Source: an optimization exercise on an open RTL-to-GDS flow (aim: small area, a short achievable clock period and few clock cycles per item). Production flows keep margins and buffers that such runs may drop.
The RTL was checked by simulation tests, not by an equivalence proof against the original design.

==> flow/design.v (excerpt) <==
module calc(clk,rst,A,B,C,pushA,stopA,pushB,stopB,pushC,stopC,Z,pushZ);
  input [31:0] A,B,C;
  input pushA,pushB,pushC;
  output stopA,stopB,stopC;
  output [31:0] Z;
  output pushZ;
  input clk,rst;
  reg [2:0] seen;
  reg [31:0] ra, rb, rc;
  reg [7:0] valid;
  wire [2:0] have = seen | {pushA, pushB, pushC};
  wire fire = &have;
  assign stopA = seen[2];
  assign stopB = seen[1];
  assign stopC = seen[0];
  always @(posedge clk or posedge rst) begin
    if (rst) begin
      seen <= 3'b000;
      valid <= 0;
    end else begin
      seen <= fire ? 3'b000 : have;
      valid <= {valid[6:0], fire};
    end
  end
  always @(posedge clk) begin
    if (!seen[2]) ra <= A;
    if (!seen[1]) rb <= B;
    if (!seen[0]) rc <= C;
  end
  assign pushZ = valid[7];
  assign Z = {p7_sum375031, p7_sum375030, p7_sum375029, p7_sum375028, p7_sum375027, p7_sum375026, p7_sum375025, p7_sum375024, p7_sum375023, p7_sum375022, p7_sum375021, p7_sum375020, p7_sum375019, p7_sum375018, p7_sum375017, p7_sum375016, p7_sum375015, p7_sum375014, p7_sum375013, p7_sum375012, p7_sum375011, p7_sum375010, p7_sum37509, p7_sum37508, p7_sum37507, p7_sum37506, p7_sum37505, p7_sum37504, p7_sum37503, p7_sum37502, p7_sum37501, p7_sum37500};
  wire w97 = p1_ra0 & p1_ra1;
  wire w98 = p1_ra0 & p1_ra2;
  wire w99 = p1_ra0 & p1_ra3;
  wire w100 = p1_ra0 & p1_ra4;
  wire w101 = ra[0] & ra[5];
  wire w102 = ra[0] & ra[6];
  wire w103 = ra[0] & ra[7];
  wire w104 = ra[0] & ra[8];
  wire w105 = ra[0] & ra[9];
  wire w106 = ra[0] & ra[10];
  wire w107 = ra[0] & ra[11];
  wire w108 = ra[0] & ra[12];
  wire w109 = ra[0] & ra[13];
  wire w110 = ra[0] & ra[14];
  wire w111 = ra[0] & ra[15];
  wire w112 = ra[0] & ra[16];
  wire w113 = ra[0] & ra[17];
  wire w114 = ra[0] & ra[18];
  wire w115 = ra[0] & ra[19];
  wire w116 = ra[0] & ra[20];
  wire w117 = ra[0] & ra[21];
  wire w118 = ra[0] & ra[22];
  wire w119 = ra[0] & ra[23];
  ...
Size in the first run: about 1200 flip-flops, roughly 140 I/O pins, ~87000 sq um of cells after synthesis.
Settings: LEC_CHECK=0, CAP_MARGIN=20, CORE_MARGIN=2, CORE_UTILIZATION=62, CTS_CLUSTER_DIAMETER=80, CTS_CLUSTER_SIZE=24, SLEW_MARGIN=20, SYNTH_HIERARCHICAL=1, SYNTH_MINIMUM_KEEP_SIZE=0; clock period 9.0 ns.
standard.sh (not shown) runs the stock make flow with config.mk's settings and CLKGATE_MAP_FILE= SYNTH_SCRIPT=/design/flow/synth_recipe.tcl, a recipe that flattens the netlist after the stock synthesis.
==> flow/flow/run.sh <==
#!/bin/bash
# The standard layout (the standard.sh: ORFS synthesis, floorplan, placement, CTS and
# routing, unchanged) with its timing repair aiming for a setup slack of 5.75 ns, and with buf_1 as the cell that buffers each port.
set -euo pipefail
bash standard.sh SETUP_SLACK_MARGIN=5.75 "BUFFER_PORTS_ARGS=-buffer_cell sky130_fd_sc_hd__buf_1" finish > standard_make.log 2>&1
Testbench counts at the start, summed over its fixed seeds: cycles 16,056, items 16,000.
==> next run, changes <==
==> flow/flow/run.sh (replaced) <==
#!/bin/bash
# The standard layout (the standard.sh: ORFS synthesis, floorplan, placement, CTS and
# routing, unchanged) with its timing repair aiming for a setup slack of 5.65 ns, and with buf_1 as the cell that buffers each port.
set -euo pipefail
bash standard.sh SETUP_SLACK_MARGIN=5.65 "BUFFER_PORTS_ARGS=-buffer_cell sky130_fd_sc_hd__buf_1" finish > standard_make.log 2>&1
=> Global-route usage decreases by 0.82 points. Count of clock-buffer cells in the layout decreases by 2. Synthesized cell count does not change. Wire length decreases by about 5%. Worst hold slack hardly moves. Utilization decreases by 1.8 points. Cell area decreases by 2.6%. Via count decreases by 2.6%. Flip-flop and latch count does not change.

* * *

calc again, from the RTL that the note above started with.
Settings: LEC_CHECK=0, CAP_MARGIN=20, CORE_MARGIN=2, CORE_UTILIZATION=62, CTS_CLUSTER_DIAMETER=80, CTS_CLUSTER_SIZE=24, SLEW_MARGIN=20, SYNTH_HIERARCHICAL=1, SYNTH_MINIMUM_KEEP_SIZE=0; clock period 9.0 ns.
==> flow/flow/run.sh <==
#!/bin/bash
# The standard layout (the standard.sh: ORFS synthesis, floorplan, placement, CTS and
# routing, unchanged) with its timing repair aiming for a setup slack of 5.5 ns, and with buf_1 as the cell that buffers each port.
set -euo pipefail
bash standard.sh SETUP_SLACK_MARGIN=5.5 "BUFFER_PORTS_ARGS=-buffer_cell sky130_fd_sc_hd__buf_1" finish > standard_make.log 2>&1
Testbench counts at the start, summed over its fixed seeds: cycles 16,056, items 16,000.
Edit:
==> flow/flow/run.sh (replaced) <==
#!/bin/bash
# The standard layout (the standard.sh: ORFS synthesis, floorplan, placement, CTS and
# routing, unchanged) with its timing repair aiming for a setup slack of 5.65 ns, and with buf_1 as the cell that buffers each port.
set -euo pipefail
bash standard.sh SETUP_SLACK_MARGIN=5.65 "BUFFER_PORTS_ARGS=-buffer_cell sky130_fd_sc_hd__buf_1" finish > standard_make.log 2>&1
CTS_CLUSTER_DIAMETER = 90   (was 80)
CTS_CLUSTER_SIZE = 28   (was 24)
After rerunning: The changed run ran to the end with no violations. Maximum frequency came out higher by 6.4%. Non-clock buffer count rises by 83. Design area is higher by 1.7%. Register-to-register slack improves by 210 ps.
Edit:
CTS_CLUSTER_DIAMETER = 100   (was 90)
CTS_CLUSTER_SIZE = 32   (was 28)
Register-to-register slack gets worse by 60 ps.
Global-route usage is lower by 0.26 points.
Setup slack gets worse by 62 ps.
Core utilization is lower by 0.56 points.
Non-clock buffer count is lower by 15.
Die area is unchanged.
Edit:
ABC_AREA = 1   (was unset)
CTS_CLUSTER_DIAMETER = 80   (was 100)
CTS_CLUSTER_SIZE = 24   (was 32)
=> The new run completed without violations; setup slack degrades by 140 ps; global-route usage went up by 5.2 points; cell area goes up by a little under a tenth; hold slack stays flat.

* * *

calc again, from the RTL that the note above started with.
clock: 9.0 ns
lec_check: 0
cap_margin: 20
core_margin: 2
core_utilization: 70
cts_cluster_diameter: 80
cts_cluster_size: 24
slew_margin: 20
synth_hierarchical: 1
synth_minimum_keep_size: 0
==> flow/flow/run.sh <==
#!/bin/bash
# The standard layout (the standard.sh: ORFS synthesis, floorplan, placement, CTS and
# routing, unchanged) with its timing repair aiming for a setup slack of 5.65 ns, and with buf_1 as the cell that buffers each port.
set -euo pipefail
bash standard.sh SETUP_SLACK_MARGIN=5.65 "BUFFER_PORTS_ARGS=-buffer_cell sky130_fd_sc_hd__buf_1" finish > standard_make.log 2>&1
Testbench counts at the start, summed over its fixed seeds: cycles 16,056, items 16,000.
Then changed:
==> flow/flow/run.sh (replaced) <==
#!/bin/bash
# The standard layout (the standard.sh: ORFS synthesis, floorplan, placement, CTS and
# routing, unchanged) with its timing repair aiming for a setup slack of 5.6 ns.
set -euo pipefail
bash standard.sh SETUP_SLACK_MARGIN=5.6 finish > standard_make.log 2>&1
--- a/flow/config.mk
+++ b/flow/config.mk
@@ -8,5 +8,5 @@
 export CAP_MARGIN = 20
 export CORE_MARGIN = 2
-export CORE_UTILIZATION = 70
+export CORE_UTILIZATION = 62
 export CTS_CLUSTER_DIAMETER = 80
 export CTS_CLUSTER_SIZE = 24
Worst setup slack improves by 0.0048 ns.
Count of clock-buffer cells in the layout rises by 7.
Sequential cell count stays the same.
Utilization falls by 7.9 points.

separate check: timing with driven ports:
In the flow no input, the clock included, has a driving cell. The finished layouts below were timed again as built, in two steps. Step 1 (the two cells are an assumption about what drives the block):
set clk [get_ports {clk}]
set_driving_cell -lib_cell sky130_fd_sc_hd__clkbuf_16 $clk
set_driving_cell -lib_cell sky130_fd_sc_hd__buf_2 [delete_from_list [all_inputs] $clk]
Step 2 adds t to the input delays and takes it off the output delays; t is the mean of the earliest and latest rising clock arrival at the registers after step 1. Input paths then give back, and output paths get back, about the clock's delay inside the block. Slacks: no drivers / after step 1 / after step 2; pairs: no drivers / after step 1.
| run | t, ns | slack for setup (ns) | worst slew at a driven data input, ns | pins driven straight from the clock port |
|---|---|---|---|---|
| the first run of note 1 | 0.787 | 5.633 / 5.633 / 5.633 | 0.10 | 1 |
| the second run of note 1 | 0.806 | 5.616 / 5.616 / 5.616 | 0.10 | 1 |
| the first run of note 2 | 0.796 | 5.454 / 5.454 / 5.454 | 0.10 | 1 |
| the second run of note 2 | 0.809 | 5.667 / 5.667 / 5.667 | 0.10 | 1 |
| the third run of note 2 | 0.803 | 5.604 / 5.604 / 5.604 | 0.10 | 1 |
| the fourth run of note 2 | 0.832 | 5.464 / 5.464 / 5.464 | 0.07 | 1 |
| the first run of note 3 | 0.793 | 5.589 / 5.589 / 5.589 | 0.10 | 1 |
| the second run of note 3 | 0.788 | 5.593 / 5.580 / 5.593 | 0.11 | 1 |
After both steps setup and hold are still met in every run listed.
